This is an optimization exercise on Yosys and OpenROAD, whose aim is small area, not a production implementation.
At most, simulation tests tie the RTL to the original design; equivalence was not proved.
Power is estimated from default activity; no workload was simulated.

run R:
==> flow/design.v <==
module vga_timing(clk, rst, row, col, in_video, hsync, vsync);
	input clk;
	input rst;
	output [8:0] row;
	output [9:0] col;
	output in_video;
	output hsync, vsync;
	reg [9:0] CounterX;
	reg [8:0] CounterY;
	wire x_end = CounterX[9] & CounterX[8] & (&CounterX[4:0]);   
	always @(posedge clk) begin
		if(rst) begin
			CounterX <= 0;
			CounterY <= 0;
		end else if(x_end) begin
			CounterX <= 0;
			CounterY <= CounterY + 1;
		end else begin
			CounterX <= CounterX + 1;
		end
	end
	assign col = CounterX;
	assign row = CounterY;
	assign hsync = (656 <= CounterX && CounterX <= 752);
	assign vsync = (490 <= CounterY && CounterY <= 492);
	assign in_video = CounterX < 640 && CounterY < 480;
endmodule
module capture_interface(clk, rst, in_vsync, in_hsync, in_video, row_index, row_data, row_ready);
	input clk, rst;
	input in_vsync, in_hsync, in_video;
	output reg [7:0] row_index;
	output reg [319:0] row_data;
	output row_ready;
	assign row_ready = in_hsync;
	reg hsync_q;
	reg [3:0] pre_sync_pulses;	 
	reg line_start;			 
	reg [8:0] col_index;		 
	wire hsync_fall = hsync_q & ~in_hsync;
	wire pre_zero = (pre_sync_pulses == 0);
	always @(posedge clk) begin
		if(rst) begin
			hsync_q <= 0;
			row_index <= 0;
			pre_sync_pulses <= 12;
			line_start <= 0;
		end else begin
			hsync_q <= in_hsync;
			line_start <= hsync_fall & pre_zero;
			if(hsync_fall) begin
				if(!pre_zero) begin
					pre_sync_pulses <= pre_sync_pulses - 1;
					if(!in_vsync)
						row_index <= 0;
				end else begin
					row_index <= row_index + 1;
					if(!in_vsync)
						pre_sync_pulses <= 12;
				end
			end
		end
	end
	wire [8:0] idx = line_start ? 9'd0 : col_index;
	wire idx_sat = idx[8] & idx[6] & idx[0];	 
	always @(posedge clk) begin
		if(rst)
			col_index <= 0;
		else if(!idx_sat)
			col_index <= idx + 1;
		else
			col_index <= idx;
	end
	wire clr = rst | line_start;
	reg [19:0] hi;
	reg [15:0] lo;
	integer j;
	always @(*) begin
		for(j = 0; j < 20; j = j + 1)
			hi[j] = (idx[8:4] == j) & in_video & ~rst;
		for(j = 0; j < 16; j = j + 1)
			lo[j] = (idx[3:0] == j);
	end
	integer i;
	always @(posedge clk) begin
		for(i = 0; i < 320; i = i + 1)
			row_data[i] <= (row_data[i] & ~clr) | (hi[i / 16] & lo[i % 16]);
	end
endmodule
module capture_ram_interface(clk, rst, row_index, row_data, row_ready, ram_address, ram_data, write_enable);
	input clk, rst;
	input [7:0] row_index;
	input [319:0] row_data;
	input row_ready;
	output [7:0] ram_address;
	output reg [319:0] ram_data;
	output reg write_enable;
	assign ram_address = row_index;
	wire load = row_ready & ~write_enable;
	always @(posedge clk) begin
		if(rst)
			write_enable <= 0;
		else
			write_enable <= row_ready;
	end
	wire [319:0] ram_next;
	snapshot_select snap(.a(row_data), .sel_a(load), .b(ram_data), .sel_b(~load), .y(ram_next));
	always @(posedge clk)
		ram_data <= ram_next;
endmodule
module snapshot_select(a, sel_a, b, sel_b, y);
	input [319:0] a, b;
	input sel_a, sel_b;
	output [319:0] y;
	assign y = ({320{sel_a}} & a) | ({320{sel_b}} & b);
endmodule
module ram_vga_interface(vga_clk, rst, vga_row, vga_col, ram_address, ram_data, vga_data);
	input vga_clk, rst;
	input [8:0] vga_row;
	input [9:0] vga_col;
	output [7:0] ram_address;
	input [319:0] ram_data;
	output reg vga_data;
	wire inc = (vga_col >= 639) | ((vga_col == 0) & vga_row[0]);
	assign ram_address = vga_row[8:1] + inc;
	wire [8:0] px = vga_col[9:1];
	reg [7:0] s0, s1;
	reg [4:0] s2;
	integer i;
	always @(*) begin
		for(i = 0; i < 8; i = i + 1) begin
			s0[i] = (px[2:0] == i);
			s1[i] = (px[5:3] == i);
		end
		for(i = 0; i < 5; i = i + 1)
			s2[i] = (px[8:6] == i);
	end
	wire pix;
	pixel_select sel(.d(ram_data), .s0(s0), .s1(s1), .s2(s2), .y(pix));
	always @(posedge vga_clk)
		vga_data <= pix;
endmodule
module pixel_select(d, s0, s1, s2, y);
	input [319:0] d;
	input [7:0] s0, s1;
	input [4:0] s2;
	output y;
	reg [39:0] g;
	reg [4:0] h;
	reg r;
	integer i, k;
	always @(*) begin
		for(i = 0; i < 40; i = i + 1) begin
			g[i] = 1'b0;
			for(k = 0; k < 8; k = k + 1)
				g[i] = g[i] | (d[8*i + k] & s0[k]);
		end
		for(i = 0; i < 5; i = i + 1) begin
			h[i] = 1'b0;
			for(k = 0; k < 8; k = k + 1)
				h[i] = h[i] | (g[8*i + k] & s1[k]);
		end
		r = 1'b0;
		for(i = 0; i < 5; i = i + 1)
			r = r | (h[i] & s2[i]);
	end
	assign y = r;
endmodule
module vga_adapter(clk, rst, video_in, hsync_in, vsync_in, video_out, hsync_out, vsync_out,
	vga_hsync, vga_vsync, vga_R, vga_G, vga_B,
	fb_waddr, fb_wdata, fb_we, fb_raddr, fb_rdata);
	input clk, rst;
	input video_in, hsync_in, vsync_in;
	output video_out, hsync_out, vsync_out;
	assign video_out = video_in;
	assign hsync_out = hsync_in;
	assign vsync_out = vsync_in;
	output vga_hsync, vga_vsync;
	output [3:0] vga_R, vga_G, vga_B;
	output [7:0] fb_waddr;
	output [319:0] fb_wdata;
	output fb_we;
	output [7:0] fb_raddr;
	input [319:0] fb_rdata;
	wire [8:0] vga_row;
	wire [9:0] vga_col;
	wire vga_in_video_area;
	wire vga_hs, vga_vs;
	vga_timing timing1(.clk(clk), .rst(rst), .row(vga_row), .col(vga_col), .in_video(vga_in_video_area), .hsync(vga_hs), .vsync(vga_vs));
	assign vga_vsync = ~vga_vs;
	assign vga_hsync = ~vga_hs;
	wire vga_video;
	wire video;
	wire border;
	assign border = (vga_row < 3) || (vga_col < 3) || (vga_row > 480-3) || (vga_col > 640-3);
	assign video = vga_in_video_area && (border || vga_video);
	reg pixel;
	always @(posedge clk) begin
		if(rst)
			pixel <= 0;
		else
			pixel <= video;
	end
	assign vga_R = {4{pixel}};
	assign vga_G = {4{pixel}};
	assign vga_B = {4{pixel}};
	ram_vga_interface ramvgaif(.vga_clk(clk), .rst(rst), .vga_row(vga_row), .vga_col(vga_col), .ram_address(fb_raddr), .ram_data(fb_rdata), .vga_data(vga_video));
	wire [7:0] capture_row_index;
	wire [319:0] capture_row_data;
	wire capture_row_ready;
	capture_interface c_if1(.clk(clk), .rst(rst), .in_vsync(vsync_in), .in_hsync(hsync_in), .in_video(video_in), .row_index(capture_row_index), .row_data(capture_row_data), .row_ready(capture_row_ready));
	capture_ram_interface c_ram_if(.clk(clk), .rst(rst), .row_index(capture_row_index), .row_data(capture_row_data), .row_ready(capture_row_ready), .ram_address(fb_waddr), .ram_data(fb_wdata), .write_enable(fb_we));
endmodule
export LEC_CHECK = 0
export CAP_MARGIN = 10
export CORE_MARGIN = 2
export CORE_UTILIZATION = 45
export SLEW_MARGIN = 10
export SYNTH_HIERARCHICAL = 1
export SYNTH_MINIMUM_KEEP_SIZE = 0
create_clock -name core_clock -period 7.5 [get_ports {clk}]
standard.sh (not shown) runs the stock make flow with config.mk's settings and CLKGATE_MAP_FILE= SYNTH_SCRIPT=/design/flow/synth_recipe.tcl, a recipe that flattens the netlist after the stock synthesis.
==> flow/flow/run.sh <==
#!/bin/bash
# Standard ORFS layout (the standard.sh, unchanged synthesis) with:
#  - port buffers made from the smallest buffer cell;
#  - clock tree from small clock buffers, larger sink clusters and no dummy loads.
set -euo pipefail
CTS="-sink_clustering_enable -repair_clock_nets -dont_use_dummy_load"
CTS="$CTS -buf_list {sky130_fd_sc_hd__clkbuf_4 sky130_fd_sc_hd__clkbuf_8}"
CTS="$CTS -sink_clustering_size 16 -sink_clustering_max_diameter 60"
bash standard.sh \
  BUFFER_PORTS_ARGS="-buffer_cell sky130_fd_sc_hd__buf_1" \
  CTS_ARGS="$CTS" \
  finish > orfs_make.log 2>&1
What run Z does differently from run R at the input level:
--- a/flow/design.v
+++ b/flow/design.v
@@ -31,25 +31,23 @@
 	output reg [7:0] row_index;
 	output reg [319:0] row_data;
 	output row_ready;
 	assign row_ready = in_hsync;
 	reg hsync_q;
 	reg [3:0] pre_sync_pulses;	 
-	reg line_start;			 
 	reg [8:0] col_index;		 
 	wire hsync_fall = hsync_q & ~in_hsync;
 	wire pre_zero = (pre_sync_pulses == 0);
+	wire line_end = hsync_fall & pre_zero;	 
 	always @(posedge clk) begin
 		if(rst) begin
 			hsync_q <= 0;
 			row_index <= 0;
 			pre_sync_pulses <= 12;
-			line_start <= 0;
 		end else begin
 			hsync_q <= in_hsync;
-			line_start <= hsync_fall & pre_zero;
 			if(hsync_fall) begin
 				if(!pre_zero) begin
 					pre_sync_pulses <= pre_sync_pulses - 1;
 					if(!in_vsync)
 						row_index <= 0;
 				end else begin
@@ -57,31 +55,27 @@
 					if(!in_vsync)
 						pre_sync_pulses <= 12;
 				end
 			end
 		end
 	end
-	wire [8:0] idx = line_start ? 9'd0 : col_index;
-	wire idx_sat = idx[8] & idx[6] & idx[0];	 
-	always @(posedge clk) begin
-		if(rst)
+	always @(posedge clk) begin
+		if(rst | line_end)
 			col_index <= 0;
-		else if(!idx_sat)
-			col_index <= idx + 1;
-		else
-			col_index <= idx;
-	end
-	wire clr = rst | line_start;
+		else if(!(col_index[8] & col_index[6]))
+			col_index <= col_index + 1;
+	end
+	wire clr = rst | (col_index == 0);
 	reg [19:0] hi;
 	reg [15:0] lo;
 	integer j;
 	always @(*) begin
 		for(j = 0; j < 20; j = j + 1)
-			hi[j] = (idx[8:4] == j) & in_video & ~rst;
+			hi[j] = (col_index[8:4] == j) & in_video & ~rst;
 		for(j = 0; j < 16; j = j + 1)
-			lo[j] = (idx[3:0] == j);
+			lo[j] = (col_index[3:0] == j);
 	end
 	integer i;
 	always @(posedge clk) begin
 		for(i = 0; i < 320; i = i + 1)
 			row_data[i] <= (row_data[i] & ~clr) | (hi[i / 16] & lo[i % 16]);
 	end
Findings:
Status | run Z and run R | clean
Comparing run Z and run R, the higher proportion of cell area occupied by registers is on run Z.
From run R to run Z the numbers moved as follows: setup slack of the critical path after layout increased 470 ps; post-route non-filler standard cell count went down; critical path buffer and inverter count shows no meaningful change.
Delta (run Z minus run R): number of distinct standard cells referenced by the synthesized netlist down 14%, total wirelength of the detailed-routed design down 2.3%, power up 0.40%.
Run Z vs run R — weighted congestion at the end of routability-driven global placement rose about 12%.
The RTL of run R was laid out without a check of its function.

[what the ideal ports hide]
Ports are ideal in the flow. The routed layouts listed here were re-timed in OpenROAD.
Step 1 sets driving cells, clkbuf_16 on the clock port and buf_2 on the other inputs (assumed; they add their load-dependent delay and slew).
Step 2 times the ports against the registers' clock, not the clock port: input delays grow and output delays shrink by t, the midpoint of the rising clock arrivals with the driver on.
a / b / c = ideal / step 1 / step 2; a / b = the first two.
run	t, ns	setup slack, ns	clock arrival spread, ns	worst data-port slew with drivers (ns)
run R	0.678	2.335 / 2.273 / 2.951	0.105 / 0.105	0.20
run Z	0.682	2.808 / 2.746 / 3.278	0.093 / 0.093	0.21
After both steps setup and hold are still met in every run listed.
